Background: an optimization exercise with open tools, aiming at small area and a short achievable clock period. Do not read the settings as production practice.
The RTL was checked by simulation tests, not by an equivalence proof against the original design.
Power figures rest on the tool's default switching activity, not on a simulated workload.

$ cat config.mk
export PLATFORM = sky130hd
export DESIGN_NAME = top_systolic_array
export DESIGN_NICKNAME = top_systolic_array
export VERILOG_FILES = /design/flow/design.v
export SDC_FILE = /design/flow/constraint.sdc
export NUM_CORES = 4
export LEC_CHECK = 0
export CAP_MARGIN = 20
export CORE_MARGIN = 2
export CORE_UTILIZATION = 50
export SETUP_SLACK_MARGIN = 4.0
export SLEW_MARGIN = 20
$ cat constraint.sdc
create_clock -name core_clock -period 8.0 [get_ports {clk_i}]
set_input_delay 1.6000 -clock core_clock [delete_from_list [all_inputs] [get_ports {clk_i}]]
set_output_delay 1.6000 -clock core_clock [all_outputs]
set_load 0.01 [all_outputs]
$ cat design.v
module mac_pe (
  input  logic        clk_i,
  input  logic        rst_ni,
  input  logic [15:0] a_i,
  input  logic [15:0] b_i,
  input  logic        a_valid_i,
  input  logic        b_valid_i,
  input  logic        acc_en_i,
  input  logic        acc_clr_i,
  output logic [15:0] a_reg_o,
  output logic [15:0] b_reg_o,
  output logic [15:0] acc_x_o,
  output logic [15:0] acc_y_o,
  output logic        acc_t_o
);
  logic p1;
  logic p2;
  logic p3;
  logic p4;
  logic p5;
  logic p6;
  logic p7;
  logic p8;
  logic p9;
  logic p10;
  logic p11;
  logic p12;
  logic p13;
  logic p14;
  logic p15;
  logic p16;
  logic p17;
  logic p18;
  logic p19;
  logic p20;
  logic p21;
  logic p22;
  logic p23;
  logic p24;
  logic p25;
  logic p26;
  logic p27;
  logic p28;
  logic p29;
  logic p30;
  logic p31;
  logic p32;
  logic p33;
  logic p34;
  logic p35;
  logic p36;
  logic p37;
  logic p38;
  logic p39;
  logic p40;
  logic p41;
  logic p42;
  logic p43;
  logic p44;
  logic p45;
  logic p46;
  logic p47;
  logic p48;
  logic p49;
  logic p50;
  logic p51;
  logic p52;
  logic p53;
  logic p54;
  logic p55;
  logic p56;
  logic p57;
  logic p58;
  logic p59;
  logic p60;
  logic p61;
  logic p62;
  logic p63;
  logic p64;
  logic p65;
  logic p66;
  logic p67;
  logic p68;
  logic p69;
  logic p70;
  logic p71;
  logic p72;
  logic p73;
  logic p74;
  logic p75;
  logic p76;
  logic p77;
  logic p78;
  logic p79;
  logic p80;
  logic p81;
  logic p82;
  logic p83;
  logic p84;
  logic p85;
  logic p86;
  logic p87;
  logic p88;
  logic p89;
  logic p90;
  logic p91;
  logic p92;
  logic p93;
  logic p94;
  logic p95;
  logic p96;
  logic p97;
  logic p98;
  logic p99;
  logic p100;
  logic p101;
  logic p102;
  logic p103;
  logic p104;
  logic p105;
  logic p106;
  logic p107;
  logic p108;
  logic p109;
  logic p110;
  logic p111;
  logic p112;
  logic p113;
  logic p114;
  logic p115;
  logic p116;
  logic p117;
  logic p118;
  logic p119;
  logic p120;
  logic p121;
  logic p122;
  logic p123;
  logic p124;
  logic p125;
  logic p126;
  logic p127;
  logic p128;
  logic p129;
  logic p130;
  logic p131;
  logic p132;
  logic p133;
  logic p134;
  logic p135;
  logic p136;
  logic s137;
  logic k138;
  logic s139;
  logic k140;
  logic s141;
  logic k142;
  logic s143;
  logic k144;
  logic s145;
  logic k146;
  logic s147;
  logic k148;
  logic s149;
  logic k150;
  logic s151;
  logic k152;
  logic s153;
  logic k154;
  logic s155;
  logic k156;
  logic s157;
  logic k158;
  logic s159;
  logic k160;
  logic s161;
  logic k162;
  logic s163;
  logic k164;
  logic s165;
  logic k166;
  logic s167;
  logic k168;
  logic s169;
  logic k170;
  logic s171;
  logic k172;
  logic s173;
  logic k174;
  logic s175;
  logic k176;
  logic s177;
  logic k178;
  logic s179;
  logic k180;
  logic s181;
  logic k182;
  logic s183;
  logic k184;
  logic s185;
  logic k186;
  logic s187;
  logic k188;
  logic s189;
  logic k190;
  logic s191;
  logic k192;
  logic s193;
  logic k194;
  logic s195;
  logic k196;
  logic s197;
  logic k198;
  logic s199;
  logic k200;
  logic s201;
  logic k202;
  logic s203;
  logic k204;
  logic s205;
  logic k206;
  logic s207;
  logic k208;
  logic s209;
  logic k210;
  logic s211;
  logic k212;
  logic s213;
  logic k214;
  logic s215;
  logic k216;
  logic s217;
  logic k218;
  logic s219;
  logic k220;
  logic s221;
  logic k222;
  logic s223;
  logic k224;
  logic s225;
  logic k226;
  logic s227;
  logic k228;
  logic s229;
  logic k230;
  logic s231;
  logic k232;
  logic s233;
  logic k234;
  logic s235;
  logic k236;
  logic s237;
  logic k238;
  logic s239;
  logic k240;
  logic s241;
  logic k242;
  logic s243;
  logic k244;
  logic s245;
  logic k246;
  logic s247;
  logic k248;
  logic s249;
  logic k250;
  logic s251;
  logic k252;
  logic s253;
  logic k254;
  logic s255;
  logic k256;
  logic s257;
  logic k258;
  logic s259;
  logic k260;
  logic s261;
  logic k262;
  logic s263;
  logic k264;
  logic s265;
  logic k266;
  logic s267;
  logic k268;
  logic s269;
  logic k270;
  logic s271;
  logic k272;
  logic s273;
  logic k274;
  logic s275;
  logic k276;
  logic s277;
  logic k278;
  logic s279;
  logic k280;
  logic s281;
  logic k282;
  logic s283;
  logic k284;
  logic s285;
  logic k286;
  logic s287;
  logic k288;
  logic s289;
  logic k290;
  logic s291;
  logic k292;
  logic s293;
  logic k294;
  logic s295;
  logic k296;
  logic s297;
  logic k298;
  logic s299;
  logic k300;
  logic s301;
  logic k302;
  logic s303;
  logic k304;
  logic s305;
  logic k306;
  logic s307;
  logic k308;
  logic s309;
  logic k310;
  logic s311;
  logic k312;
  logic s313;
  logic k314;
  logic s315;
  logic k316;
  logic s317;
  logic k318;
  logic s319;
  logic k320;
  logic s321;
  logic k322;
  logic s323;
  logic k324;
  logic s325;
  logic k326;
  logic s327;
  logic k328;
  logic s329;
  logic k330;
  logic s331;
  logic k332;
  logic s333;
  logic k334;
  logic s335;
  logic k336;
  logic s337;
  logic k338;
  logic s339;
  logic k340;
  logic s341;
  logic k342;
  logic s343;
  logic k344;
  logic s345;
  logic k346;
  logic s347;
  logic k348;
  logic s349;
  logic k350;
  logic s351;
  logic k352;
  logic s353;
  logic k354;
  logic s355;
  logic k356;
  logic s357;
  logic k358;
  logic s359;
  logic k360;
  logic s361;
  logic k362;
  logic s363;
  logic k364;
  logic s365;
  logic k366;
  logic s367;
  logic k368;
  logic s369;
  logic k370;
  logic s371;
  logic k372;
  logic s373;
  logic k374;
  logic s375;
  logic k376;
  logic t377;
  logic t378;
  logic t379;
  logic [15:0] nx, ny;
  logic        nt;
  assign p1 = a_i[0] & b_i[0];
  assign p2 = a_i[0] & b_i[1];
  assign p3 = a_i[0] & b_i[2];
  assign p4 = a_i[0] & b_i[3];
  assign p5 = a_i[0] & b_i[4];
  assign p6 = a_i[0] & b_i[5];
  assign p7 = a_i[0] & b_i[6];
  assign p8 = a_i[0] & b_i[7];
  assign p9 = a_i[0] & b_i[8];
  assign p10 = a_i[0] & b_i[9];
  assign p11 = a_i[0] & b_i[10];
  assign p12 = a_i[0] & b_i[11];
  assign p13 = a_i[0] & b_i[12];
  assign p14 = a_i[0] & b_i[13];
  assign p15 = a_i[0] & b_i[14];
  assign p16 = a_i[0] & b_i[15];
  assign p17 = a_i[1] & b_i[0];
  assign p18 = a_i[1] & b_i[1];
  assign p19 = a_i[1] & b_i[2];
  assign p20 = a_i[1] & b_i[3];
  assign p21 = a_i[1] & b_i[4];
  assign p22 = a_i[1] & b_i[5];
  assign p23 = a_i[1] & b_i[6];
  assign p24 = a_i[1] & b_i[7];
  assign p25 = a_i[1] & b_i[8];
  assign p26 = a_i[1] & b_i[9];
  assign p27 = a_i[1] & b_i[10];
  assign p28 = a_i[1] & b_i[11];
  assign p29 = a_i[1] & b_i[12];
  assign p30 = a_i[1] & b_i[13];
  assign p31 = a_i[1] & b_i[14];
  assign p32 = a_i[2] & b_i[0];
  assign p33 = a_i[2] & b_i[1];
  assign p34 = a_i[2] & b_i[2];
  assign p35 = a_i[2] & b_i[3];
  assign p36 = a_i[2] & b_i[4];
  assign p37 = a_i[2] & b_i[5];
  assign p38 = a_i[2] & b_i[6];
  assign p39 = a_i[2] & b_i[7];
  assign p40 = a_i[2] & b_i[8];
  assign p41 = a_i[2] & b_i[9];
  assign p42 = a_i[2] & b_i[10];
  assign p43 = a_i[2] & b_i[11];
  assign p44 = a_i[2] & b_i[12];
  assign p45 = a_i[2] & b_i[13];
  assign p46 = a_i[3] & b_i[0];
  assign p47 = a_i[3] & b_i[1];
  assign p48 = a_i[3] & b_i[2];
  assign p49 = a_i[3] & b_i[3];
  assign p50 = a_i[3] & b_i[4];
  assign p51 = a_i[3] & b_i[5];
  assign p52 = a_i[3] & b_i[6];
  assign p53 = a_i[3] & b_i[7];
  assign p54 = a_i[3] & b_i[8];
  assign p55 = a_i[3] & b_i[9];
  assign p56 = a_i[3] & b_i[10];
  assign p57 = a_i[3] & b_i[11];
  assign p58 = a_i[3] & b_i[12];
  assign p59 = a_i[4] & b_i[0];
  assign p60 = a_i[4] & b_i[1];
  assign p61 = a_i[4] & b_i[2];
  assign p62 = a_i[4] & b_i[3];
  assign p63 = a_i[4] & b_i[4];
  assign p64 = a_i[4] & b_i[5];
  assign p65 = a_i[4] & b_i[6];
  assign p66 = a_i[4] & b_i[7];
  assign p67 = a_i[4] & b_i[8];
  assign p68 = a_i[4] & b_i[9];
  assign p69 = a_i[4] & b_i[10];
  assign p70 = a_i[4] & b_i[11];
  assign p71 = a_i[5] & b_i[0];
  assign p72 = a_i[5] & b_i[1];
  assign p73 = a_i[5] & b_i[2];
  assign p74 = a_i[5] & b_i[3];
  assign p75 = a_i[5] & b_i[4];
  assign p76 = a_i[5] & b_i[5];
  assign p77 = a_i[5] & b_i[6];
  assign p78 = a_i[5] & b_i[7];
  assign p79 = a_i[5] & b_i[8];
  assign p80 = a_i[5] & b_i[9];
  assign p81 = a_i[5] & b_i[10];
  assign p82 = a_i[6] & b_i[0];
  assign p83 = a_i[6] & b_i[1];
  assign p84 = a_i[6] & b_i[2];
  assign p85 = a_i[6] & b_i[3];
  assign p86 = a_i[6] & b_i[4];
  assign p87 = a_i[6] & b_i[5];
  assign p88 = a_i[6] & b_i[6];
  assign p89 = a_i[6] & b_i[7];
  assign p90 = a_i[6] & b_i[8];
  assign p91 = a_i[6] & b_i[9];
  assign p92 = a_i[7] & b_i[0];
  assign p93 = a_i[7] & b_i[1];
  assign p94 = a_i[7] & b_i[2];
  assign p95 = a_i[7] & b_i[3];
  assign p96 = a_i[7] & b_i[4];
  assign p97 = a_i[7] & b_i[5];
  assign p98 = a_i[7] & b_i[6];
  assign p99 = a_i[7] & b_i[7];
  assign p100 = a_i[7] & b_i[8];
  assign p101 = a_i[8] & b_i[0];
  assign p102 = a_i[8] & b_i[1];
  assign p103 = a_i[8] & b_i[2];
  assign p104 = a_i[8] & b_i[3];
  assign p105 = a_i[8] & b_i[4];
  assign p106 = a_i[8] & b_i[5];
  assign p107 = a_i[8] & b_i[6];
  assign p108 = a_i[8] & b_i[7];
  assign p109 = a_i[9] & b_i[0];
  assign p110 = a_i[9] & b_i[1];
  assign p111 = a_i[9] & b_i[2];
  assign p112 = a_i[9] & b_i[3];
  assign p113 = a_i[9] & b_i[4];
  assign p114 = a_i[9] & b_i[5];
  assign p115 = a_i[9] & b_i[6];
  assign p116 = a_i[10] & b_i[0];
  assign p117 = a_i[10] & b_i[1];
  assign p118 = a_i[10] & b_i[2];
  assign p119 = a_i[10] & b_i[3];
  assign p120 = a_i[10] & b_i[4];
  assign p121 = a_i[10] & b_i[5];
  assign p122 = a_i[11] & b_i[0];
  assign p123 = a_i[11] & b_i[1];
  assign p124 = a_i[11] & b_i[2];
  assign p125 = a_i[11] & b_i[3];
  assign p126 = a_i[11] & b_i[4];
  assign p127 = a_i[12] & b_i[0];
  assign p128 = a_i[12] & b_i[1];
  assign p129 = a_i[12] & b_i[2];
  assign p130 = a_i[12] & b_i[3];
  assign p131 = a_i[13] & b_i[0];
  assign p132 = a_i[13] & b_i[1];
  assign p133 = a_i[13] & b_i[2];
  assign p134 = a_i[14] & b_i[0];
  assign p135 = a_i[14] & b_i[1];
  assign p136 = a_i[15] & b_i[0];
  assign s137 = acc_x_o[11] ^ acc_y_o[11];
  assign k138 = acc_x_o[11] & acc_y_o[11];
  assign s139 = acc_x_o[12] ^ acc_y_o[12] ^ p13;
  assign k140 = (acc_x_o[12] & acc_y_o[12]) | (acc_x_o[12] & p13) | (acc_y_o[12] & p13);
  assign s141 = p28 ^ p42;
  assign k142 = p28 & p42;
  assign s143 = acc_x_o[13] ^ acc_y_o[13] ^ p14;
  assign k144 = (acc_x_o[13] & acc_y_o[13]) | (acc_x_o[13] & p14) | (acc_y_o[13] & p14);
  assign s145 = p29 ^ p43 ^ p56;
  assign k146 = (p29 & p43) | (p29 & p56) | (p43 & p56);
  assign s147 = p68 ^ p79;
  assign k148 = p68 & p79;
  assign s149 = acc_x_o[14] ^ acc_y_o[14] ^ p15;
  assign k150 = (acc_x_o[14] & acc_y_o[14]) | (acc_x_o[14] & p15) | (acc_y_o[14] & p15);
  assign s151 = p30 ^ p44 ^ p57;
  assign k152 = (p30 & p44) | (p30 & p57) | (p44 & p57);
  assign s153 = p69 ^ p80 ^ p90;
  assign k154 = (p69 & p80) | (p69 & p90) | (p80 & p90);
  assign s155 = p99 ^ p107;
  assign k156 = p99 & p107;
  assign s157 = acc_x_o[7] ^ acc_y_o[7];
  assign k158 = acc_x_o[7] & acc_y_o[7];
  assign s159 = acc_x_o[8] ^ acc_y_o[8] ^ p9;
  assign k160 = (acc_x_o[8] & acc_y_o[8]) | (acc_x_o[8] & p9) | (acc_y_o[8] & p9);
  assign s161 = p24 ^ p38;
  assign k162 = p24 & p38;
  assign s163 = acc_x_o[9] ^ acc_y_o[9] ^ p10;
  assign k164 = (acc_x_o[9] & acc_y_o[9]) | (acc_x_o[9] & p10) | (acc_y_o[9] & p10);
  assign s165 = p25 ^ p39 ^ p52;
  assign k166 = (p25 & p39) | (p25 & p52) | (p39 & p52);
  assign s167 = p64 ^ p75;
  assign k168 = p64 & p75;
  assign s169 = acc_x_o[10] ^ acc_y_o[10] ^ p11;
  assign k170 = (acc_x_o[10] & acc_y_o[10]) | (acc_x_o[10] & p11) | (acc_y_o[10] & p11);
  assign s171 = p26 ^ p40 ^ p53;
  assign k172 = (p26 & p40) | (p26 & p53) | (p40 & p53);
  assign s173 = p65 ^ p76 ^ p86;
  assign k174 = (p65 & p76) | (p65 & p86) | (p76 & p86);
  assign s175 = p95 ^ p103;
  assign k176 = p95 & p103;
  assign s177 = p12 ^ p27 ^ p41;
  assign k178 = (p12 & p27) | (p12 & p41) | (p27 & p41);
  assign s179 = p54 ^ p66 ^ p77;
  assign k180 = (p54 & p66) | (p54 & p77) | (p66 & p77);
  assign s181 = p87 ^ p96 ^ p104;
  assign k182 = (p87 & p96) | (p87 & p104) | (p96 & p104);
  assign s183 = p111 ^ p117 ^ p122;
  assign k184 = (p111 & p117) | (p111 & p122) | (p117 & p122);
  assign s185 = p55 ^ p67 ^ p78;
  assign k186 = (p55 & p67) | (p55 & p78) | (p67 & p78);
  assign s187 = p88 ^ p97 ^ p105;
  assign k188 = (p88 & p97) | (p88 & p105) | (p97 & p105);
  assign s189 = p112 ^ p118 ^ p123;
  assign k190 = (p112 & p118) | (p112 & p123) | (p118 & p123);
  assign s191 = p127 ^ k138 ^ s139;
  assign k192 = (p127 & k138) | (p127 & s139) | (k138 & s139);
  assign s193 = p89 ^ p98 ^ p106;
  assign k194 = (p89 & p98) | (p89 & p106) | (p98 & p106);
  assign s195 = p113 ^ p119 ^ p124;
  assign k196 = (p113 & p119) | (p113 & p124) | (p119 & p124);
  assign s197 = p128 ^ p131 ^ k140;
  assign k198 = (p128 & p131) | (p128 & k140) | (p131 & k140);
  assign s199 = k142 ^ s143 ^ s145;
  assign k200 = (k142 & s143) | (k142 & s145) | (s143 & s145);
  assign s201 = p114 ^ p120 ^ p125;
  assign k202 = (p114 & p120) | (p114 & p125) | (p120 & p125);
  assign s203 = p129 ^ p132 ^ p134;
  assign k204 = (p129 & p132) | (p129 & p134) | (p132 & p134);
  assign s205 = k144 ^ k146 ^ k148;
  assign k206 = (k144 & k146) | (k144 & k148) | (k146 & k148);
  assign s207 = s149 ^ s151 ^ s153;
  assign k208 = (s149 & s151) | (s149 & s153) | (s151 & s153);
  assign s209 = acc_x_o[4] ^ acc_y_o[4];
  assign k210 = acc_x_o[4] & acc_y_o[4];
  assign s211 = acc_x_o[5] ^ acc_y_o[5] ^ p6;
  assign k212 = (acc_x_o[5] & acc_y_o[5]) | (acc_x_o[5] & p6) | (acc_y_o[5] & p6);
  assign s213 = p21 ^ p35;
  assign k214 = p21 & p35;
  assign s215 = acc_x_o[6] ^ acc_y_o[6] ^ p7;
  assign k216 = (acc_x_o[6] & acc_y_o[6]) | (acc_x_o[6] & p7) | (acc_y_o[6] & p7);
  assign s217 = p22 ^ p36 ^ p49;
  assign k218 = (p22 & p36) | (p22 & p49) | (p36 & p49);
  assign s219 = p61 ^ p72;
  assign k220 = p61 & p72;
  assign s221 = p8 ^ p23 ^ p37;
  assign k222 = (p8 & p23) | (p8 & p37) | (p23 & p37);
  assign s223 = p50 ^ p62 ^ p73;
  assign k224 = (p50 & p62) | (p50 & p73) | (p62 & p73);
  assign s225 = p83 ^ p92 ^ s157;
  assign k226 = (p83 & p92) | (p83 & s157) | (p92 & s157);
  assign s227 = p51 ^ p63 ^ p74;
  assign k228 = (p51 & p63) | (p51 & p74) | (p63 & p74);
  assign s229 = p84 ^ p93 ^ p101;
  assign k230 = (p84 & p93) | (p84 & p101) | (p93 & p101);
  assign s231 = k158 ^ s159 ^ s161;
  assign k232 = (k158 & s159) | (k158 & s161) | (s159 & s161);
  assign s233 = p85 ^ p94 ^ p102;
  assign k234 = (p85 & p94) | (p85 & p102) | (p94 & p102);
  assign s235 = p109 ^ k160 ^ k162;
  assign k236 = (p109 & k160) | (p109 & k162) | (k160 & k162);
  assign s237 = s163 ^ s165 ^ s167;
  assign k238 = (s163 & s165) | (s163 & s167) | (s165 & s167);
  assign s239 = p110 ^ p116 ^ k164;
  assign k240 = (p110 & p116) | (p110 & k164) | (p116 & k164);
  assign s241 = k166 ^ k168 ^ s169;
  assign k242 = (k166 & k168) | (k166 & s169) | (k168 & s169);
  assign s243 = s171 ^ s173 ^ s175;
  assign k244 = (s171 & s173) | (s171 & s175) | (s173 & s175);
  assign s245 = s137 ^ k170 ^ k172;
  assign k246 = (s137 & k170) | (s137 & k172) | (k170 & k172);
  assign s247 = k174 ^ k176 ^ s177;
  assign k248 = (k174 & k176) | (k174 & s177) | (k176 & s177);
  assign s249 = s179 ^ s181 ^ s183;
  assign k250 = (s179 & s181) | (s179 & s183) | (s181 & s183);
  assign s251 = s141 ^ k178 ^ k180;
  assign k252 = (s141 & k178) | (s141 & k180) | (k178 & k180);
  assign s253 = k182 ^ k184 ^ s185;
  assign k254 = (k182 & k184) | (k182 & s185) | (k184 & s185);
  assign s255 = s187 ^ s189 ^ s191;
  assign k256 = (s187 & s189) | (s187 & s191) | (s189 & s191);
  assign s257 = s147 ^ k186 ^ k188;
  assign k258 = (s147 & k186) | (s147 & k188) | (k186 & k188);
  assign s259 = k190 ^ k192 ^ s193;
  assign k260 = (k190 & k192) | (k190 & s193) | (k192 & s193);
  assign s261 = s195 ^ s197 ^ s199;
  assign k262 = (s195 & s197) | (s195 & s199) | (s197 & s199);
  assign s263 = s155 ^ k194 ^ k196;
  assign k264 = (s155 & k194) | (s155 & k196) | (k194 & k196);
  assign s265 = k198 ^ k200 ^ s201;
  assign k266 = (k198 & k200) | (k198 & s201) | (k200 & s201);
  assign s267 = s203 ^ s205 ^ s207;
  assign k268 = (s203 & s205) | (s203 & s207) | (s205 & s207);
  assign s269 = acc_x_o[2] ^ acc_y_o[2];
  assign k270 = acc_x_o[2] & acc_y_o[2];
  assign s271 = acc_x_o[3] ^ acc_y_o[3] ^ p4;
  assign k272 = (acc_x_o[3] & acc_y_o[3]) | (acc_x_o[3] & p4) | (acc_y_o[3] & p4);
  assign s273 = p19 ^ p33;
  assign k274 = p19 & p33;
  assign s275 = p5 ^ p20 ^ p34;
  assign k276 = (p5 & p20) | (p5 & p34) | (p20 & p34);
  assign s277 = p47 ^ p59 ^ s209;
  assign k278 = (p47 & p59) | (p47 & s209) | (p59 & s209);
  assign s279 = p48 ^ p60 ^ p71;
  assign k280 = (p48 & p60) | (p48 & p71) | (p60 & p71);
  assign s281 = k210 ^ s211 ^ s213;
  assign k282 = (k210 & s211) | (k210 & s213) | (s211 & s213);
  assign s283 = p82 ^ k212 ^ k214;
  assign k284 = (p82 & k212) | (p82 & k214) | (k212 & k214);
  assign s285 = s215 ^ s217 ^ s219;
  assign k286 = (s215 & s217) | (s215 & s219) | (s217 & s219);
  assign s287 = k216 ^ k218 ^ k220;
  assign k288 = (k216 & k218) | (k216 & k220) | (k218 & k220);
  assign s289 = s221 ^ s223 ^ s225;
  assign k290 = (s221 & s223) | (s221 & s225) | (s223 & s225);
  assign s291 = k222 ^ k224 ^ k226;
  assign k292 = (k222 & k224) | (k222 & k226) | (k224 & k226);
  assign s293 = s227 ^ s229 ^ s231;
  assign k294 = (s227 & s229) | (s227 & s231) | (s229 & s231);
  assign s295 = k228 ^ k230 ^ k232;
  assign k296 = (k228 & k230) | (k228 & k232) | (k230 & k232);
  assign s297 = s233 ^ s235 ^ s237;
  assign k298 = (s233 & s235) | (s233 & s237) | (s235 & s237);
  assign s299 = k234 ^ k236 ^ k238;
  assign k300 = (k234 & k236) | (k234 & k238) | (k236 & k238);
  assign s301 = s239 ^ s241 ^ s243;
  assign k302 = (s239 & s241) | (s239 & s243) | (s241 & s243);
  assign s303 = k240 ^ k242 ^ k244;
  assign k304 = (k240 & k242) | (k240 & k244) | (k242 & k244);
  assign s305 = s245 ^ s247 ^ s249;
  assign k306 = (s245 & s247) | (s245 & s249) | (s247 & s249);
  assign s307 = k246 ^ k248 ^ k250;
  assign k308 = (k246 & k248) | (k246 & k250) | (k248 & k250);
  assign s309 = s251 ^ s253 ^ s255;
  assign k310 = (s251 & s253) | (s251 & s255) | (s253 & s255);
  assign s311 = k252 ^ k254 ^ k256;
  assign k312 = (k252 & k254) | (k252 & k256) | (k254 & k256);
  assign s313 = s257 ^ s259 ^ s261;
  assign k314 = (s257 & s259) | (s257 & s261) | (s259 & s261);
  assign s315 = k258 ^ k260 ^ k262;
  assign k316 = (k258 & k260) | (k258 & k262) | (k260 & k262);
  assign s317 = s263 ^ s265 ^ s267;
  assign k318 = (s263 & s265) | (s263 & s267) | (s265 & s267);
  assign s319 = acc_x_o[1] ^ acc_y_o[1];
  assign k320 = acc_x_o[1] & acc_y_o[1];
  assign s321 = p3 ^ p18 ^ p32;
  assign k322 = (p3 & p18) | (p3 & p32) | (p18 & p32);
  assign s323 = p46 ^ k270 ^ s271;
  assign k324 = (p46 & k270) | (p46 & s271) | (k270 & s271);
  assign s325 = k272 ^ k274 ^ s275;
  assign k326 = (k272 & k274) | (k272 & s275) | (k274 & s275);
  assign s327 = k276 ^ k278 ^ s279;
  assign k328 = (k276 & k278) | (k276 & s279) | (k278 & s279);
  assign s329 = k280 ^ k282 ^ s283;
  assign k330 = (k280 & k282) | (k280 & s283) | (k282 & s283);
  assign s331 = k284 ^ k286 ^ s287;
  assign k332 = (k284 & k286) | (k284 & s287) | (k286 & s287);
  assign s333 = k288 ^ k290 ^ s291;
  assign k334 = (k288 & k290) | (k288 & s291) | (k290 & s291);
  assign s335 = k292 ^ k294 ^ s295;
  assign k336 = (k292 & k294) | (k292 & s295) | (k294 & s295);
  assign s337 = k296 ^ k298 ^ s299;
  assign k338 = (k296 & k298) | (k296 & s299) | (k298 & s299);
  assign s339 = k300 ^ k302 ^ s303;
  assign k340 = (k300 & k302) | (k300 & s303) | (k302 & s303);
  assign s341 = k304 ^ k306 ^ s307;
  assign k342 = (k304 & k306) | (k304 & s307) | (k306 & s307);
  assign s343 = k308 ^ k310 ^ s311;
  assign k344 = (k308 & k310) | (k308 & s311) | (k310 & s311);
  assign s345 = k312 ^ k314 ^ s315;
  assign k346 = (k312 & k314) | (k312 & s315) | (k314 & s315);
  assign s347 = acc_x_o[0] ^ p1;
  assign k348 = acc_x_o[0] & p1;
  assign s349 = p2 ^ p17 ^ s319;
  assign k350 = (p2 & p17) | (p2 & s319) | (p17 & s319);
  assign s351 = s269 ^ k320 ^ s321;
  assign k352 = (s269 & k320) | (s269 & s321) | (k320 & s321);
  assign s353 = s273 ^ k322 ^ s323;
  assign k354 = (s273 & k322) | (s273 & s323) | (k322 & s323);
  assign s355 = s277 ^ k324 ^ s325;
  assign k356 = (s277 & k324) | (s277 & s325) | (k324 & s325);
  assign s357 = s281 ^ k326 ^ s327;
  assign k358 = (s281 & k326) | (s281 & s327) | (k326 & s327);
  assign s359 = s285 ^ k328 ^ s329;
  assign k360 = (s285 & k328) | (s285 & s329) | (k328 & s329);
  assign s361 = s289 ^ k330 ^ s331;
  assign k362 = (s289 & k330) | (s289 & s331) | (k330 & s331);
  assign s363 = s293 ^ k332 ^ s333;
  assign k364 = (s293 & k332) | (s293 & s333) | (k332 & s333);
  assign s365 = s297 ^ k334 ^ s335;
  assign k366 = (s297 & k334) | (s297 & s335) | (k334 & s335);
  assign s367 = s301 ^ k336 ^ s337;
  assign k368 = (s301 & k336) | (s301 & s337) | (k336 & s337);
  assign s369 = s305 ^ k338 ^ s339;
  assign k370 = (s305 & k338) | (s305 & s339) | (k338 & s339);
  assign s371 = s309 ^ k340 ^ s341;
  assign k372 = (s309 & k340) | (s309 & s341) | (k340 & s341);
  assign s373 = s313 ^ k342 ^ s343;
  assign k374 = (s313 & k342) | (s313 & s343) | (k342 & s343);
  assign s375 = s317 ^ k344 ^ s345;
  assign k376 = (s317 & k344) | (s317 & s345) | (k344 & s345);
  assign t377 = acc_x_o[15] ^ acc_y_o[15] ^ acc_t_o ^ p16 ^ p31 ^ p45 ^ p58 ^ p70 ^ p81 ^ p91 ^ p100 ^ p108 ^ p115 ^ p121 ^ p126 ^ p130 ^ p133 ^ p135 ^ p136 ^ k150 ^ k152 ^ k154 ^ k156 ^ k202 ^ k204 ^ k206 ^ k208 ^ k264 ^ k266 ^ k268;
  assign t378 = k316 ^ k318 ^ k346;
  assign t379 = k376;
  assign nx = {t377, k374, k372, k370, k368, k366, k364, k362, k360, k358, k356, k354, k352, k350, k348, s347};
  assign ny = {t378, s375, s373, s371, s369, s367, s365, s363, s361, s359, s357, s355, s353, s351, s349, 1'b0};
  assign nt = t379;
  always_ff @(posedge clk_i) begin
    if (a_valid_i) a_reg_o <= a_i;
    if (b_valid_i) b_reg_o <= b_i;
  end
  always_ff @(posedge clk_i or negedge rst_ni) begin
    if (!rst_ni) begin
      acc_x_o <= '0;
      acc_y_o <= '0;
      acc_t_o <= 1'b0;
    end else if (acc_clr_i) begin
      acc_x_o <= '0;
      acc_y_o <= '0;
      acc_t_o <= 1'b0;
    end else if (acc_en_i) begin
      acc_x_o <= nx;
      acc_y_o <= ny;
      acc_t_o <= nt;
    end
  end
endmodule
module mac_array #(
  parameter int unsigned DATA_WIDTH = 16,
  parameter int unsigned M_ROWS     = 4,
  parameter int unsigned N_COLS     = 4,
  parameter int unsigned PE_COUNT   = M_ROWS * N_COLS
)(
  input  logic                                clk_i,
  input  logic                                rst_ni,
  input  logic [  M_ROWS-1:0][DATA_WIDTH-1:0] array_a_i,
  input  logic [  N_COLS-1:0][DATA_WIDTH-1:0] array_b_i,
  input  logic                                feed_a_valid_i,
  input  logic                                feed_b_valid_i,
  input  logic                                a_clr_i,
  input  logic                                b_clr_i,
  input  logic                                acc_clr_i,
  output logic [PE_COUNT-1:0][DATA_WIDTH-1:0] acc_x_o,
  output logic [PE_COUNT-1:0][DATA_WIDTH-1:0] acc_y_o,
  output logic [PE_COUNT-1:0]                 acc_t_o
);
  logic [M_ROWS-1:0][N_COLS-1:0][DATA_WIDTH-1:0] a_reg;
  logic [M_ROWS-1:0][N_COLS-1:0][DATA_WIDTH-1:0] b_reg;
  logic [N_COLS-1:0] a_live;
  logic [M_ROWS-1:0] b_live;
  logic              acc_valid;
  assign acc_valid = feed_a_valid_i | feed_b_valid_i;
  always_ff @(posedge clk_i or negedge rst_ni) begin
    if (!rst_ni) begin
      a_live <= '0;
    end else if (a_clr_i) begin
      a_live <= '0;
    end else if (feed_a_valid_i) begin
      a_live <= {a_live[N_COLS-2:0], 1'b1};
    end
  end
  always_ff @(posedge clk_i or negedge rst_ni) begin
    if (!rst_ni) begin
      b_live <= '0;
    end else if (b_clr_i) begin
      b_live <= '0;
    end else if (feed_b_valid_i) begin
      b_live <= {b_live[M_ROWS-2:0], 1'b1};
    end
  end
  genvar i, j;
  generate
    for (i = 0; i < M_ROWS; i++) begin : array_row
      for (j = 0; j < N_COLS; j++) begin : array_col
        logic [DATA_WIDTH-1:0] a_in, b_in;
        logic                  a_in_live, b_in_live;
        if (j == 0) begin : a_port
          assign a_in      = array_a_i[i];
          assign a_in_live = 1'b1;
        end else begin : a_chain
          assign a_in      = a_reg[i][j-1];
          assign a_in_live = a_live[j-1];
        end
        if (i == 0) begin : b_port
          assign b_in      = array_b_i[j];
          assign b_in_live = 1'b1;
        end else begin : b_chain
          assign b_in      = b_reg[i-1][j];
          assign b_in_live = b_live[i-1];
        end
        mac_pe i_mac_pe (
          .clk_i      ( clk_i                      ),
          .rst_ni     ( rst_ni                     ),
          .a_i        ( a_in                       ),
          .b_i        ( b_in                       ),
          .a_valid_i  ( feed_a_valid_i             ),
          .b_valid_i  ( feed_b_valid_i             ),
          .acc_en_i   ( acc_valid & a_in_live & b_in_live ),
          .acc_clr_i  ( acc_clr_i                  ),
          .a_reg_o    ( a_reg[i][j]                ),
          .b_reg_o    ( b_reg[i][j]                ),
          .acc_x_o    ( acc_x_o[i * N_COLS + j]    ),
          .acc_y_o    ( acc_y_o[i * N_COLS + j]    ),
          .acc_t_o    ( acc_t_o[i * N_COLS + j]    )
        );
      end
    end
  endgenerate
endmodule
module stream_out #(
  parameter int unsigned DATA_WIDTH = 16,
  parameter int unsigned TOTAL_ELEM = 16,
  parameter int unsigned IDX_WIDTH  = $clog2(TOTAL_ELEM)
)(
  input  logic                                  clk_i,
  input  logic                                  rst_ni,
  input  logic [TOTAL_ELEM-1:0][DATA_WIDTH-1:0] bus_x_i,
  input  logic [TOTAL_ELEM-1:0][DATA_WIDTH-1:0] bus_y_i,
  input  logic [TOTAL_ELEM-1:0]                 bus_t_i,
  input  logic                                  start_stream_i,
  input  logic                                  stream_clr_i,
  output logic                 [DATA_WIDTH-1:0] stream_data_o,
  output logic                                  stream_valid_o
);
  logic [IDX_WIDTH-1:0] index_reg;
  logic streaming_active;
  logic counter_done;
  logic [DATA_WIDTH-1:0] sel_x, sel_y;
  logic                  sel_t;
  assign counter_done = (index_reg == TOTAL_ELEM-1);
  assign sel_x = bus_x_i[index_reg];
  assign sel_y = bus_y_i[index_reg];
  assign sel_t = bus_t_i[index_reg];
  always_ff @(posedge clk_i or negedge rst_ni) begin
    if (!rst_ni) begin
      streaming_active <= 1'b0;
    end else if (counter_done || stream_clr_i) begin
      streaming_active <= 1'b0;
    end else if (start_stream_i) begin
      streaming_active <= 1'b1;
    end
  end
  always_ff @(posedge clk_i or negedge rst_ni) begin
    if (!rst_ni) begin
      index_reg <= '0;
    end else if (counter_done || stream_clr_i) begin
      index_reg <= '0;
    end else if (start_stream_i || streaming_active) begin
      index_reg <= index_reg + 1'b1;
    end
  end
  always_ff @(posedge clk_i or negedge rst_ni) begin
    if (!rst_ni) begin
      stream_data_o  <= '0;
      stream_valid_o <= 1'b0;
    end else if (stream_clr_i) begin
      stream_data_o  <= '0;
      stream_valid_o <= 1'b0;
    end else if (start_stream_i || streaming_active) begin
      stream_data_o  <= sel_x + sel_y + {sel_t, {(DATA_WIDTH-1){1'b0}}};
      stream_valid_o <= 1'b1;
    end else begin
      stream_valid_o <= 1'b0;
    end
  end
endmodule
module top_systolic_array #(
  parameter int unsigned DATA_WIDTH = 16,
  parameter int unsigned RESET_VAL  = 0,
  parameter int unsigned M_ROWS     = 4,
  parameter int unsigned N_COLS     = 4,
  parameter int unsigned TOTAL_ELEM = M_ROWS * N_COLS
)(
  input  logic clk_i,
  input  logic rst_ni,
  input  logic [M_ROWS*DATA_WIDTH-1:0] array_a_i,
  input  logic [N_COLS*DATA_WIDTH-1:0] array_b_i,
  input  logic feed_a_valid_i,
  input  logic feed_b_valid_i,
  input  logic a_clr_i,
  input  logic b_clr_i,
  input  logic acc_clr_i,
  input  logic start_stream_i,
  input  logic stream_clr_i,
  output logic stream_valid_o,
  output logic [DATA_WIDTH-1:0] stream_data_o
);
  logic [TOTAL_ELEM-1:0][DATA_WIDTH-1:0] bus_x, bus_y;
  logic [TOTAL_ELEM-1:0]                 bus_t;
  mac_array #(
    .DATA_WIDTH      ( DATA_WIDTH     ),
    .M_ROWS          ( M_ROWS         ),
    .N_COLS          ( N_COLS         )
  ) i_mac_array (
    .clk_i           ( clk_i          ),
    .rst_ni          ( rst_ni         ),
    .array_a_i       ( array_a_i      ),
    .array_b_i       ( array_b_i      ),
    .feed_a_valid_i  ( feed_a_valid_i ),
    .feed_b_valid_i  ( feed_b_valid_i ),
    .a_clr_i         ( a_clr_i        ),
    .b_clr_i         ( b_clr_i        ),
    .acc_clr_i       ( acc_clr_i      ),
    .acc_x_o         ( bus_x          ),
    .acc_y_o         ( bus_y          ),
    .acc_t_o         ( bus_t          )
  );
  stream_out #(
    .DATA_WIDTH      ( DATA_WIDTH     ),
    .TOTAL_ELEM      ( TOTAL_ELEM     )
  ) i_stream_out (
    .clk_i           ( clk_i          ),
    .rst_ni          ( rst_ni         ),
    .bus_x_i         ( bus_x          ),
    .bus_y_i         ( bus_y          ),
    .bus_t_i         ( bus_t          ),
    .start_stream_i  ( start_stream_i ),
    .stream_clr_i    ( stream_clr_i   ),
    .stream_data_o   ( stream_data_o  ),
    .stream_valid_o  ( stream_valid_o )
  );
endmodule
$ cat flow/run.sh
#!/bin/bash
# Layout flow: the standard ORFS flow with two changes.
#  1. After the standard synthesis, flow/polarity.py re-phases the full-adder
#     cells (a full adder is self-dual) so fewer inverters are needed between
#     them. Registers and every other cell are kept as synthesised.
#  2. Ports are buffered with a plain buffer (buf_4) instead of the delay
#     cell buffer_ports picks by default.
#  3. Extra make settings, one per line, from flow/extra.txt (here: clock
#     tree synthesis with larger sink clusters and no dummy loads).
# Each tool's output goes to a log file of its own in this folder.
set -euo pipefail
R=orfs/results/sky130hd/top_systolic_array/base
EXTRA=("BUFFER_PORTS_ARGS=-buffer_cell sky130_fd_sc_hd__buf_4")
if [[ -f flow/extra.txt ]]; then
  while read -r l; do [[ -n "$l" ]] && EXTRA+=("$l"); done < flow/extra.txt
fi
export BUFFER_PORTS_ARGS="-buffer_cell sky130_fd_sc_hd__buf_4"
bash standard.sh "${EXTRA[@]}" synth > make_synth.log 2>&1
cp $R/1_2_yosys.v 1_2_yosys.standard.v
python3 flow/polarity.py 1_2_yosys.standard.v $R/1_2_yosys.v > polarity.log 2>&1
touch $R/1_2_yosys.v
bash standard.sh "${EXTRA[@]}" finish > make_finish.log 2>&1
$ cat flow/extra.txt
CTS_ARGS=-sink_clustering_enable -repair_clock_nets -dont_use_dummy_load -sink_clustering_size 30 -sink_clustering_max_diameter 80
$ cat flow/polarity.py
#!/usr/bin/env python3
"""Re-phase full adders in a mapped sky130 netlist to remove inverters.

A full adder is self-dual: FA(~a,~b,~c) = (~sum, ~cout). Flipping the phase of
an adder cell inverts what it needs on its inputs and what it drives on its
outputs, without changing the cell. This script picks a phase per sky130 fa_*
cell (greedy local search) to minimise the number of inverters needed, then
rebuilds the inverter trees it touched. Registers and all other cells are left
as they are. Usage: polarity.py IN.v OUT.v
"""
import re, sys, random

LIB = '/OpenROAD-flow-scripts/flow/platforms/sky130hd/lib/sky130_fd_sc_hd__tt_025C_1v80.lib'
OUTS = {'X', 'Y', 'Q', 'Q_N', 'SUM', 'COUT', 'HI', 'LO'}
src = open(sys.argv[1]).read()

inst_re = re.compile(r'^(\s*)(sky130_fd_sc_hd__\w+)\s+(\S+)\s*\((.*?)\n\s*\);\n', re.S | re.M)
pin_re = re.compile(r'\.(\w+)\((.*?)\)\s*(?:,|$)', re.M)

cells = []
for m in inst_re.finditer(src):
    typ, name, body = m.group(2), m.group(3), m.group(4)
    pins = [(p, n.strip()) for p, n in pin_re.findall(body)]
    cells.append(dict(typ=typ, name=name, pins=pins, span=m.span(), indent=m.group(1)))

# module ports
hdr = src[:src.index(');')]
ports = set()
for m in re.finditer(r'^\s*(input|output|inout)\s+(?:wire\s+)?(\[[^\]]*\]\s*)?(\S+?)\s*;', src, re.M):
    ports.add(m.group(3))
def base(n):
    n = n.strip()
    if n.startswith('\\'):
        b = n.split(' ')[0]
    else:
        b = n
    return re.sub(r'\[\d+\]$', '', b) if not n.startswith('\\') else b.rstrip()

def is_port(n):
    b = n.strip()
    if b.startswith('\\'):
        return b.split(' ')[0] in ports or b in ports
    return re.sub(r'\s*\[\d+\]$', '', b) in ports

driver = {}
loads = {}
for ci, c in enumerate(cells):
    for p, n in c['pins']:
        if not n or n.startswith("1'") or n.startswith('{'):
            continue
        if p in OUTS:
            driver[n] = (ci, p)
        else:
            loads.setdefault(n, []).append((ci, p))

def is_inv(ci):
    return re.match(r'sky130_fd_sc_hd__(clk)?inv_\d+$', cells[ci]['typ']) is not None
def is_fa(ci):
    return re.match(r'sky130_fd_sc_hd__fa_\d+$', cells[ci]['typ']) is not None

# roots: nets not driven by an inverter
def pinnet(ci, p):
    for q, n in cells[ci]['pins']:
        if q == p:
            return n
roots = {}
for n in set(list(driver) + list(loads)):
    d = driver.get(n)
    if d is not None and is_inv(d[0]):
        continue
    # walk the inverter tree
    cons = []  # (ci, pin, polarity)
    invs = []
    nets = [n]
    stack = [(n, 0)]
    bad = is_port(n)
    while stack:
        m, q = stack.pop()
        for ci, p in loads.get(m, []):
            if is_inv(ci):
                invs.append(ci)
                y = pinnet(ci, 'Y')
                nets.append(y)
                if is_port(y):
                    bad = True
                stack.append((y, q ^ 1))
            else:
                cons.append((ci, p, q))
    roots[n] = dict(cons=cons, invs=invs, nets=nets, bad=bad,
                    src=d[0] if d is not None else None)

fas = [ci for ci in range(len(cells)) if is_fa(ci)]
fa_set = set(fas)
x = {ci: 0 for ci in fas}

# Simple gates whose output phase can be swapped by using the complementary
# cell (and2 <-> nand2, or2 <-> nor2, xor2 <-> xnor2).
lib = open(LIB).read()
AREA = {m.group(1): float(m.group(2)) for m in re.finditer(
    r'cell \(\"?(sky130_fd_sc_hd__\w+)\"?\)\s*\{.*?area\s*:\s*([0-9.]+)', lib, re.S)}
PAIRS = [('and2', 'nand2', 'X', 'Y'), ('or2', 'nor2', 'X', 'Y'), ('xor2', 'xnor2', 'X', 'Y')]
swap = {}   # ci -> (newtype, oldout, newout, area delta)
for ci, c in enumerate(cells):
    m = re.match(r'sky130_fd_sc_hd__(\w+?)_(\d+)$', c['typ'])
    if not m:
        continue
    fam, sz = m.group(1), m.group(2)
    for a, b, pa, pb in PAIRS:
        for f1, f2, p1, p2 in ((a, b, pa, pb), (b, a, pb, pa)):
            if fam == f1:
                nt = f"sky130_fd_sc_hd__{f2}_{sz}"
                if nt in AREA:
                    swap[ci] = (nt, p1, p2, AREA[nt] - AREA[c['typ']])
for ci in swap:
    x[ci] = 0
INV = AREA['sky130_fd_sc_hd__inv_1']
fixed = set()
for r, R in roots.items():
    if R['bad'] or R['src'] is None:
        for ci, p, q in R['cons']:
            if ci in x:
                fixed.add(ci)
        if R['src'] in x:
            fixed.add(R['src'])

def need(R, ci, q):
    xs = x.get(R['src'], 0) if R['src'] is not None else 0
    return q ^ xs ^ (x[ci] if ci in fa_set else 0)

def cost(R):
    g = R['src']
    c0 = swap[g][3] if (g in swap and x[g]) else 0.0
    if not R['cons']:
        return c0
    return c0 + (INV * R['w'] if any(need(R, ci, q) for ci, p, q in R['cons']) else 0)

# An inverter between the last adders and the accumulator registers' input
# logic sits on the critical path: weigh it more.
for r, R in roots.items():
    R['w'] = 3.0 if (R['src'] in fa_set and any(ci not in fa_set for ci, p, q in R['cons'])) else 1.0
fa_roots = {ci: set() for ci in x}
for r, R in roots.items():
    if R['src'] in x:
        fa_roots[R['src']].add(r)
    for ci, p, q in R['cons']:
        if ci in x:
            fa_roots[ci].add(r)

total0 = sum(cost(R) for R in roots.values())
orig_inv = sum(len(R['invs']) for R in roots.values())
random.seed(1)
import math
order = [f for f in x if f not in fixed]
cur = total0
best = cur
bestx = dict(x)
T = 2.0 * INV
steps = 300 * max(1, len(order))
for step in range(steps):
    f = order[random.randrange(len(order))]
    rs = fa_roots[f]
    before = sum(cost(roots[r]) for r in rs)
    x[f] ^= 1
    after = sum(cost(roots[r]) for r in rs)
    d = after - before
    if d <= 0 or random.random() < math.exp(-d / T):
        cur += d
        if cur < best:
            best = cur
            bestx = dict(x)
    else:
        x[f] ^= 1
    T = max(0.02, 2.0 * INV * (1 - step / steps))
x = bestx
total1 = sum(cost(R) for R in roots.values())
sys.stderr.write(f"fa={len(fas)} swappable gates={len(swap)} fixed={len(fixed)} "
                 f"flipped fa={sum(x[f] for f in fas)} gates={sum(x[g] for g in swap)} "
                 f"inverters: original {orig_inv}; cost (um2) before {total0:.1f}, after {total1:.1f}\n")

# rebuild: for every root touching an FA, drop its inverters and reconnect.
edits = {}      # ci -> {pin: newnet}
remove = set()
newcells = []
newwires = []
k = 0
for r, R in roots.items():
    touches = (R['src'] in x and (R['src'] not in swap or x[R['src']])) or any(ci in fas and x[ci] for ci, p, q in R['cons']) or (R['src'] in fas) or any(ci in fas for ci, p, q in R['cons'])
    if not touches or R['bad'] or not R['cons']:
        continue
    inv_net = None
    for ci in R['invs']:
        remove.add(ci)
    for ci, p, q in R['cons']:
        if need(R, ci, q):
            if inv_net is None:
                k += 1
                inv_net = f"_pol_net_{k}_"
                newwires.append(inv_net)
                newcells.append((f"_pol_inv_{k}_", r, inv_net))
            edits.setdefault(ci, {})[p] = inv_net
        else:
            edits.setdefault(ci, {})[p] = r

def esc(n):
    return n + ' ' if n.startswith('\\') else n

out = []
pos = 0
for ci, c in enumerate(cells):
    s, e = c['span']
    out.append(src[pos:s])
    pos = e
    if ci in remove:
        continue
    pins = c['pins']
    ed = edits.get(ci, {})
    typ = c['typ']
    ren = {}
    if ci in swap and x[ci]:
        typ, po, pn, _ = swap[ci]
        ren = {po: pn}
    body = ",\n".join(f"{c['indent']}  .{ren.get(p, p)}({esc(ed.get(p, n))})" for p, n in pins)
    out.append(f"{c['indent']}{typ} {c['name']} (\n{body}\n{c['indent']});\n")
rest = src[pos:]
i = rest.rindex('endmodule')
add = "".join(f"  wire {w};\n" for w in newwires)
add += "".join(f"  sky130_fd_sc_hd__inv_1 {n} (\n    .A({esc(a)}),\n    .Y({y})\n  );\n" for n, a, y in newcells)
out.append(rest[:i] + add + rest[i:])
open(sys.argv[2], 'w').write("".join(out))
sys.stderr.write(f"removed {len(remove)} inverters, added {len(newcells)}\n")
$ cat standard.sh
#!/bin/bash
# synth_recipe.tcl (not shown) runs the flow's synth.tcl, then flattens the netlist and writes it again
# the make line also repeats each setting of config.mk as NAME=value (left out here)
make -C /OpenROAD-flow-scripts/flow DESIGN_CONFIG=/design/flow/config.mk WORK_HOME=/design/flow/orfs CLKGATE_MAP_FILE= SYNTH_SCRIPT=/design/flow/synth_recipe.tcl "${@:-finish}"
==> results of run 1 <==
## power by group through the flow
stage	Combinational [mW]	Sequential, mW	Clock [mW]
2_1_floorplan	8.41	5.78	0
3_3_place_gp	10.9	6.63	0
4_1_cts	11.4	6.46	3.61
3_5_place_dp	11.1	6.63	0
6_report	11.6	6.47	3.54
5_1_grt	13.2	6.47	3.75
## timing repair
action,4_1_cts,5_1_grt
hold buffers,0,0
gates resized for setup,61,157
buffers inserted,68,64
endpoints found under the hold margin,0,0
pin swaps,21,65
gates cloned,3,1
setup endpoints to repair,68,160
## through the flow
stage / setup slack, ns / hold slack (ns) / instances / power (mW)
CTS: 3.708 / 0.4362 / 10380 / 21.53
detailed placement: 2.876 / 0.4645 / 10230 / 17.74
floorplan: 3.132 / 0.4244 / 8035 / 14.19
finish: 3.738 / 0.4420 / 10460 / 21.59
global placement: 2.921 / 0.4691 / 10230 / 17.53
global route: 3.687 / 0.4591 / 10450 / 23.39
## metal layers
layer  track usage [%]  wire (um)
met1             43.10     111200
met2             53.54     141800
met3             5.695      22910
met4             24.45      27920
met5                 0         11
## final cells by class
| cell class | count | area share [%] |
|---|---|---|
| Antenna cell | 9 | 0.02290 |
| Clock buffer | 77 | 1.960 |
| Inverter | 810 | 3.092 |
| Multi-Input combinational cell | 5931 | 62.98 |
| Sequential cell | 924 | 25.48 |
| Tap cell | 2355 | 2.997 |
| Timing Repair Buffer | 350 | 3.469 |
## worst paths after layout
kind                               start                    endpoint  cells after the start
setup / recovery           array_a_i[16]                        flop                     10
hold / removal                      flop                        flop                      0
setup reg to reg                    flop                        flop                      9
hold reg to reg                     flop                        flop                      0
max in group asynchronous         rst_ni  asynchronous set/reset pin                      2
min in group asynchronous         rst_ni  asynchronous set/reset pin                      1
==> metrics.md, run 1 <==
| Metric | Value |
|---|---|
| Count of final hold-check violations | 0 |
| Largest net degree at the start of global routing | 161 |
| RePlAce Congestion | 0.9715 |
| Drt first pass iters | 5 |
| Mapped Area | approximately 90000 um^2 |
| Setup-failing EPs final | 0 |
| Worst slew pin tran | approximately 1.1 ns |
| Max-cap violations | 0 |
| IO Count | 154 |
| Final ANT Viol Nets | 0 |
| Pwr per Cell Area | ~220 nW/um^2 |
| Initial antenna violation count | 14 |
| Clock slew at reported path FFs | about 0.090 ns |
| Fin Setup TNS | 0 ns |
| Comb pwr share | between 50 and 60% |
| Drt wl/cell | a little under 30 um |
| Syn_nets | ~10k |
| Die ar. | 183900 um^2 |
| Row cnt | 155 |
| Int Power | about 13 mW |
| Slack of the worst reg-to-reg path | about 3.8 ns |
| Period utilization | a little over half |
| Core ar. | 179000 um^2 |
| Max_slew headroom | approximately a quarter |
| Gate Count Post-Synth | ~8.0k |
| WS Path Type | primary input to flop |
| Yosys warns | 3 |
| Top Family by Delay on Critical Path | adder cells |
| Remaining DRCs | 0 |
| GR Overflow Total | 0 |
| Top Registers | i_mac_array.array_row.array_col.i_mac_pe.acc_x_o (256), i_mac_array.array_row.array_col.i_mac_pe.acc_y_o (240) |
| CTS Buf Count | 77 |
| Sequential cell area | 25060 um^2 |
| Port-buffer cells | 153 |
| Net switching power of the design | 8.915 mW |
| Post-layout util | 54.93% |
| Die Y-Extent | between 400 and 500 um |
| Buffers & Inverters on Critical Path | 2 |
| P&R area growth vs syn | 8.938% |
| Commonest non-fill, non-tap cell in the layout | nand2_1 |
| Crit end category | flop |
| Gr usage total | roughly 34% |
| Worst-case clock skew | approximately 0.088 ns |
| Leak | about 38 nW |
| Status | complete, no violations |
| Worst Path Required | between 8 and 9 ns |
| Vias per cell | approximately 5.8 |
| DRT iter0 DRCs | between 5k and 6k |
| Max reg flops | 256 |
| Fin area | 98330 um^2 |
| Clk pwr share | 16.4% |
| Largest register by flop count | i_mac_array.array_row.array_col.i_mac_pe.acc_x_o |
| Number of fill cells in the layout | 15.35k |
| Final HPWL from detailed placement | about 230000 um |
| Synth Area per Inst | 11.23 um^2 |
| Vias in the first global route | 65.66k |
| Clock latency on the worst-skew pair | approximately 0.76 ns |
| Max VDD drop | about 0.17 mV |
| Routed vias | around 61k |
| Crit path time final | about 4.3 ns |
| Max FO, Critical Path | 6 |
| Max Fclk | 234.6 MHz |
| RSZ-0062 raised after global routing | yes |
| Die width | ~430 um |
| CTS sink count | around 920 |
| Crit path max-delay cell type | fa_2 |
| Flop pwr share | roughly 30% |
| Root Buffer | clkbuf_16 |
| CP max stage delay | roughly 0.53 ns |
| DP Area | 94260 um^2 |
| Sw Share | between 40 and 50% |
| First-pass GRT wire length | 450600 um |
| Commonest cells after routing, fill and taps aside | 1842 x nand2_1, 1497 x fa_1, 797 x inv_1, 711 x and2_1, 537 x dfrtp_1 |
| WP data arrival | between 4 and 5 ns |
| Worst setup SP type | primary input |
| H-tree level count | 3 |
| Layout cells sized above 1 | about an eighth |
| Final #Nets | a little over 10k |
| Slew Limit Fails | 0 |
| DRT Wirelength | a little over 300000 um |
| Cells along the critical path | buf_12 -> and2_4 -> fa_1 -> inv_1 -> fa_2 -> fa_2 -> fa_2 -> fa_1 -> fa_2 -> o21ai_0 |
| CTS tree | done |
| Multi-input gate area | between 60000 and 70000 um^2 |
| CTS max path bufs | 3 |
| Starting Density | 50.43% |
| Worst hold path class | flop to flop |
| Most frequent cell on the critical path | fa_2 |
==> inputs of run 2 (changes only) <==
--- a/flow/run.sh
+++ b/flow/run.sh
@@ -6,7 +6,7 @@
 #  2. Ports are buffered with a plain buffer (buf_4) instead of the delay
 #     cell buffer_ports picks by default.
 #  3. Extra make settings, one per line, from flow/extra.txt (here: clock
-#     tree synthesis with larger sink clusters and no dummy loads).
+#     tree synthesis without dummy loads).
 # Each tool's output goes to a log file of its own in this folder.
 set -euo pipefail
 R=orfs/results/sky130hd/top_systolic_array/base
==> flow/extra.txt (replaced) <==
CTS_ARGS=-sink_clustering_enable -repair_clock_nets -dont_use_dummy_load
--- a/config.mk
+++ b/config.mk
@@ -7,6 +7,6 @@
 export LEC_CHECK = 0
 export CAP_MARGIN = 20
 export CORE_MARGIN = 2
-export CORE_UTILIZATION = 50
+export CORE_UTILIZATION = 60
 export SETUP_SLACK_MARGIN = 4.0
 export SLEW_MARGIN = 20
==> run 2 against run 1 <==
Net effect: design area hardly changed; final cell count down 3.2%; synthesized cell count stayed put; clock power increased by 21%; power rose by 3.3%; core utilization up 11 points; first-iteration DRC count shrank 5.8%; combinational power barely moved; global-route usage increased by 6.8 points; critical path type unchanged.
==> metrics.md, run 2 <==
| Metric | Value |
|---|---|
| Status | complete, no violations |
| Die width | 391.9 um |
| Starting Density | 60.34% |
| DP Area | about 94000 um^2 |
| H-tree level count | 3 |
| Count of final hold-check violations | 0 |
| Max VDD drop | between 0.2 and 0.25 mV |
| RR Startpoint | i_stream_out.index_reg[0] |
| Largest register by flop count | i_mac_array.array_row.array_col.i_mac_pe.acc_x_o |
| Max Fclk | around 240 MHz |
| Post-layout util | about two thirds |
| WP data arrival | 4.80 ns |
| Post-Place Worst Slack | roughly 2.9 ns |
| Root Buffer | clkbuf_16 |
| Final HPWL from detailed placement | around 230000 um |
| Vias per cell | approximately 6 |
| Max reg flops | roughly 260 |
| P&R area growth vs syn | 9.046% |
| CTS tree | done |
| Die ar. | about 150000 um^2 |
| First-pass GRT wire length | 446000 um |
| Number of fill cells in the layout | approximately 12k |
| CTS max path bufs | 3 |
| Die Y-Extent | between 300 and 400 um |
| Fin Setup TNS | 0 ns |
| Cells along the critical path | buf_12 -> and2_4 -> fa_1 -> inv_2 -> fa_1 -> fa_2 -> fa_1 -> fa_2 -> fa_2 -> o21ai_0 |
| Max-cap violations | 0 |
| Commonest non-fill, non-tap cell in the layout | nand2_1 |
| Drt wl/cell | between 20 and 30 um |
| Port-buffer cells | roughly 150 |
| Fin area | 98430 um^2 |
| Layout cells sized above 1 | a little under an eighth |
| Mapped Area | roughly 90000 um^2 |
| CTS Buf Count | around 110 |
| Drt first pass iters | 6 |
| Crit path time final | between 4 and 5 ns |
| Core ar. | between 100000 and 150000 um^2 |
| Routed vias | between 60k and 70k |
| Final #Nets | between 10k and 15k |
| Vias in the first global route | roughly 66k |
| Crit path max-delay cell type | fa_1 |
| Crit end category | flop |
| CTS hold repair buffers | 0 |
| Commonest cells after routing, fill and taps aside | 1841 x nand2_1, 1505 x fa_1, 796 x inv_1, 715 x and2_1, 537 x dfrtp_1 |
| Worst slew pin tran | 1.097 ns |
| Yosys warns | 3 |
| Remaining DRCs | 0 |
| Worst Path Required | 8.55 ns |
| Gate Count Post-Synth | 8035 |
| GR Overflow Total | 0 |
| Max_slew headroom | a little over a quarter |
| Gr usage total | 40.86% |
| Setup-failing EPs final | 0 |
| Slew Limit Fails | 0 |
| R2R Path End | i_stream_out.stream_data_o[8] |
| Initial antenna violation count | 14 |
| Clock latency on the worst-skew pair | roughly 0.73 ns |
| Slack of the worst reg-to-reg path | 3.85 ns |
| RePlAce Congestion | 0.9935 |
| Worst setup SP type | primary input |
| Leak | 38.37 nW |
| Setup ws final | roughly 3.7 ns |
| DRT Wirelength | around 300000 um |
| RSZ-0062 raised after global routing | yes |
| Top Registers | i_mac_array.array_row.array_col.i_mac_pe.acc_x_o (256), i_mac_array.array_row.array_col.i_mac_pe.acc_y_o (240) |
| Max FO, Critical Path | 4 |
| Largest net degree at the start of global routing | roughly 150 |
| CP max stage delay | 0.52 ns |
| DRT iter0 DRCs | ~5.5k |
| Worst-case clock skew | approximately 0.042 ns |
| Final ANT Viol Nets | 0 |
| Worst hold path class | flop to flop |
| Period utilization | 53.13% |
| IO Count | approximately 150 |
| Power, Total | roughly 22 mW |
| WHS Path Cells | 0 |
| Row cnt | around 140 |
| WS Path Type | primary input to flop |
| Worst reg2reg path depth | 16 |
| Critical path startpoint | array_a_i[16] |
| Synth Area per Inst | around 11 um^2 |
| Pwr per Cell Area | between 200 and 250 nW/um^2 |
| Syn_nets | 10.12k |
| Clock slew at reported path FFs | ~0.06 ns |
| CTS sink count | roughly 920 |
run 2: per-layer routing:
layer  GRT usage (%)  share of wire, %  vias to the layer above
li1                -                 -                    25070
met1           51.67                35                    32170
met2           62.16                46                     3232
met3           7.865               8.7                      859
met4           32.76                10                        6
met5               0             0.011                        -
run 2: per-stage QoR:
step,hold slack [ns],std cells
after detailed placement,0.4380,9883
final,0.4369,10120
after floorplan,0.4244,8035
after global placement,0.4407,9883
after CTS,0.4343,10060
after global routing,0.4607,10120
run 2: cell type report:
cell class,count,area (um^2),area share (%)
multi-input cells,5931,61940,62.93
flip-flops and latches,924,25060,25.45
repair buffers,327,3158,3.208
inverters,810,3040,3.089
clock buffers,108,2703,2.746
well taps,2016,2522,2.563
diodes,5,12.51,0.01271
run 2: critical path: cells and delay by family:
kind            cells  cell delay, ns
compound gates      1            0.07
buf+inv             2            0.14
simple gates        1            0.13
fa+ha+maj           6            2.85
run 2: how the worst min path moves through the flow:
stage	slack (ns)	to	start
finish	0.44	flop	flop
CTS	0.43	flop	flop
global route	0.46	flop	flop
detailed placement	0.44	flop	flop
global placement	0.44	flop	flop
floorplan	0.42	flop	flop
run 2: where the power goes:
part | leakage [nW] | switching, mW | internal (mW)
logic | 25.8 | 5.99 | 5.57
clock network | 1.33 | 1.94 | 2.34
registers | 11.2 | 1.07 | 5.39
total | 38.4 | 9.00 | 13.3
run 2: what timing repair did:
action / CTS / global route
cloned: 3 / 2
setup endpoints to repair: 75 / 198
pin swaps: 18 / 66
buffers inserted: 70 / 49
resized for setup: 61 / 118
hold endpoints to repair: 0 / 0
==> inputs of run 3 (changes only) <==
--- a/flow/polarity.py
+++ b/flow/polarity.py
@@ -118,7 +118,7 @@
 for r, R in roots.items():
     if R['bad'] or R['src'] is None:
         for ci, p, q in R['cons']:
-            if ci in x:
+            if ci in fa_set:
                 fixed.add(ci)
         if R['src'] in x:
             fixed.add(R['src'])
==> run 3 against run 2 <==
Net effect: largest power group unchanged; wire length fell by 0.14%; sequential power hardly changed; die area decreased by 1.0%; worst setup slack got worse by 0.029 ns; critical path depth stayed put; sequential share of layout area is 0.22 points higher; highest routed layer unchanged; worst hold slack improved by 0.015 ns.
==> metrics.md, run 3 <==
| Metric | Value |
|---|---|
| Clock slew at reported path FFs | around 0.060 ns |
| Fin area | 97570 um^2 |
| Largest register by flop count | i_mac_array.array_row.array_col.i_mac_pe.acc_x_o |
| Commonest non-fill, non-tap cell in the layout | nand2_1 |
| DP Area | 92930 um^2 |
| Fin Setup TNS | 0 ns |
| Final ANT Viol Nets | 0 |
| Mapped Area | slightly below 90000 um^2 |
| Remaining DRCs | 0 |
| WP data arrival | between 4 and 5 ns |
| Largest net degree at the start of global routing | around 110 |
| GR Overflow Total | 0 |
| Period utilization | a little over half |
| CTS sink count | 924 |
| RePlAce Congestion | approximately 1 |
| Cells along the critical path | buf_16 -> and2_4 -> fa_1 -> inv_1 -> fa_1 -> fa_2 -> fa_2 -> fa_1 -> fa_2 -> a211oi_2 |
| Sw Share | around two fifths |
| Comb pwr share | between 50% and 60% |
| Int Power | 13.32 mW |
| P&R area growth vs syn | 9.237% |
| Crit end category | flop |
| Setup ws final | ~3.7 ns |
| Crit path max-delay cell type | fa_1 |
| Gate Count Post-Synth | 7949 |
| Layout cells sized above 1 | a little under an eighth |
| Routed vias | around 61k |
| Die Y-Extent | ~390 um |
| Clk pwr share | 19.2% |
| CTS max path bufs | 3 |
| IO Count | 154 |
| Worst slew pin tran | around 1.1 ns |
| Vias per cell | 6.140 |
| DRT Wirelength | about 300000 um |
| WHS | between 0.4 and 0.5 ns |
| Crit path time final | roughly 4.3 ns |
| Starting Density | between 60% and 70% |
| Pwr per Cell Area | approximately 230 nW/um^2 |
| Slack of the worst reg-to-reg path | approximately 3.8 ns |
| Count of final hold-check violations | 0 |
| Worst hold path class | flop to flop |
| Max Fclk | about 230 MHz |
| Worst setup SP type | primary input |
| Net switching power of the design | 9.007 mW |
| CTS tree | done |
| Drt wl/cell | around 30 um |
| Post-Place Worst Slack | 2.870 ns |
| Leak | 37.25 nW |
| Vias in the first global route | ~66k |
| DRT iter0 DRCs | 5360 |
| H-tree level count | 3 |
| WS Path Type | primary input to flop |
| Port-buffer cells | ~150 |
| First-pass GRT wire length | roughly 440000 um |
| Max_slew headroom | between 20 and 30% |
| Status | complete, no violations |
| Die ar. | about 150000 um^2 |
| Root Buffer | clkbuf_16 |
| Slew Limit Fails | 0 |
| Worst-case clock skew | around 0.044 ns |
| Gr usage total | 41.02% |
| Setup-failing EPs final | 0 |
| Core ar. | around 150000 um^2 |
| Max reg flops | 256 |
| Top Registers | i_mac_array.array_row.array_col.i_mac_pe.acc_x_o (256), i_mac_array.array_row.array_col.i_mac_pe.acc_y_o (240) |
| CP max stage delay | 0.54 ns |
| Synth Area per Inst | approximately 11 um^2 |
| Clock latency on the worst-skew pair | 0.74 ns |
| Max-cap violations | 0 |
| CTS Buf Count | approximately 110 |
| Syn_nets | roughly 10k |
| Die width | roughly 390 um |
| Final HPWL from detailed placement | between 200000 and 250000 um |
| RSZ-0062 raised after global routing | yes |
| Initial antenna violation count | 21 |
| Max VDD drop | approximately 0.29 mV |
| Row cnt | between 100 and 150 |
| Flop pwr share | between 20 and 30% |
| Worst Path Required | 8.63 ns |
| Max FO, Critical Path | 4 |
| Final #Nets | about 10k |
| Drt first pass iters | 5 |
| Yosys warns | 3 |
| Commonest cells after routing, fill and taps aside | 2042 x nand2_1, 1510 x fa_1, 715 x inv_1, 537 x dfrtp_1, 512 x and2_1 |
-- run 3: repair_timing --
item	CTS	global route
endpoints found under the setup margin	95	183
hold buffers	0	0
pin swaps	33	76
cloned	4	3
resized for setup	78	95
setup buffers	83	39
-- run 3: final cells by class --
type | instances | area, um^2
inverter | 724 | 2718
timing repair buffer | 344 | 3257
fill | 11500 | 50270
antenna | 9 | 22.52
tap | 1930 | 2415
sequential | 924 | 25060
clock buffer | 108 | 2703
multi-input combinational | 5931 | 61400
-- run 3: metal layers --
metal	vias up	wire (um)	share of wire [%]	GRT usage, %
met5	-	21	0.0070	0
met4	4	31550	11	33.14
met3	919	25820	8.6	7.668
met2	3227	136600	46	62.77
met1	32140	105300	35	51.69
li1	24930	-	-	-
-- run 3: worst paths after layout --
kind                                      startpoint                              to  cells past startpoint
max                                     array_a_i[0]                            flop                     10
min reg2reg                                     flop                            flop                      0
min                                             flop                            flop                      0
max in group asynchronous                     rst_ni      asynchronous set/reset pin                      3
min in group asynchronous                     rst_ni      asynchronous set/reset pin                      1
max reg2reg                i_stream_out.index_reg[0]  i_stream_out.stream_data_o[14]                     14
-- run 3: per-stage QoR --
stage	power (mW)	util, %	instances
CTS	22.24	65.44	9918
finish	22.32	66.00	9970
global route	24.04	65.99	9962
global placement	17.41	62.86	9723
detailed placement	17.70	62.86	9723
floorplan	14.17	-	7949
-- run 3: power groups by stage --
stage          registers, mW  logic (mW)  clock network [mW]
3_5_place_dp            6.56        11.1                   0
3_3_place_gp            6.55        10.9                   0
4_1_cts                 6.41        11.5                4.34
6_report                6.44        11.6                4.29
2_1_floorplan           5.77        8.40                   0
5_1_grt                 6.43        13.1                4.48
-- run 3: critical path: cells and delay by family --
| kind | cells | cell delay (ns) |
|---|---|---|
| AOI/OAI and AO/OA | 1 | 0.18 |
| and+or+nand+nor | 1 | 0.13 |
| adders and majority gates | 6 | 2.82 |
| buffers and inverters | 2 | 0.17 |

## afterwards: timing with drivers on the ports
Ports are ideal in the flow. The routed layouts listed here were re-timed in OpenROAD. Step 1, drivers: a clkbuf_16 drives clk_i and a buf_2 each remaining input, both assumed. Step 2 adds t to the input delays and takes it off the output delays; t is the mean of the earliest and latest rising clock arrival at the registers after step 1. Input paths then give back, and output paths get back, about the clock's delay inside the block. a / b / c = ideal ports / drivers / drivers and shift; a / b = the first two.
run | t (ns) | slack for setup (ns) | worst hold slack (ns) | slew at the worst register clock pin (ns) | cell pins on the clock port's net
run 1 | 0.808 | 3.738 / 3.780 / 2.972 | 0.442 / 0.442 / 0.442 | 0.11 / 0.11 | 1
run 2 | 0.799 | 3.750 / 3.787 / 2.988 | 0.437 / 0.437 / 0.437 | 0.06 / 0.06 | 1
run 3 | 0.803 | 3.721 / 3.739 / 2.936 | 0.452 / 0.452 / 0.452 | 0.07 / 0.07 | 1
After both steps setup and hold are still met in every run listed. For run 3, which loses most, drivers alone change the setup slack by +0.018 ns; drivers and shift together by -0.785 ns.
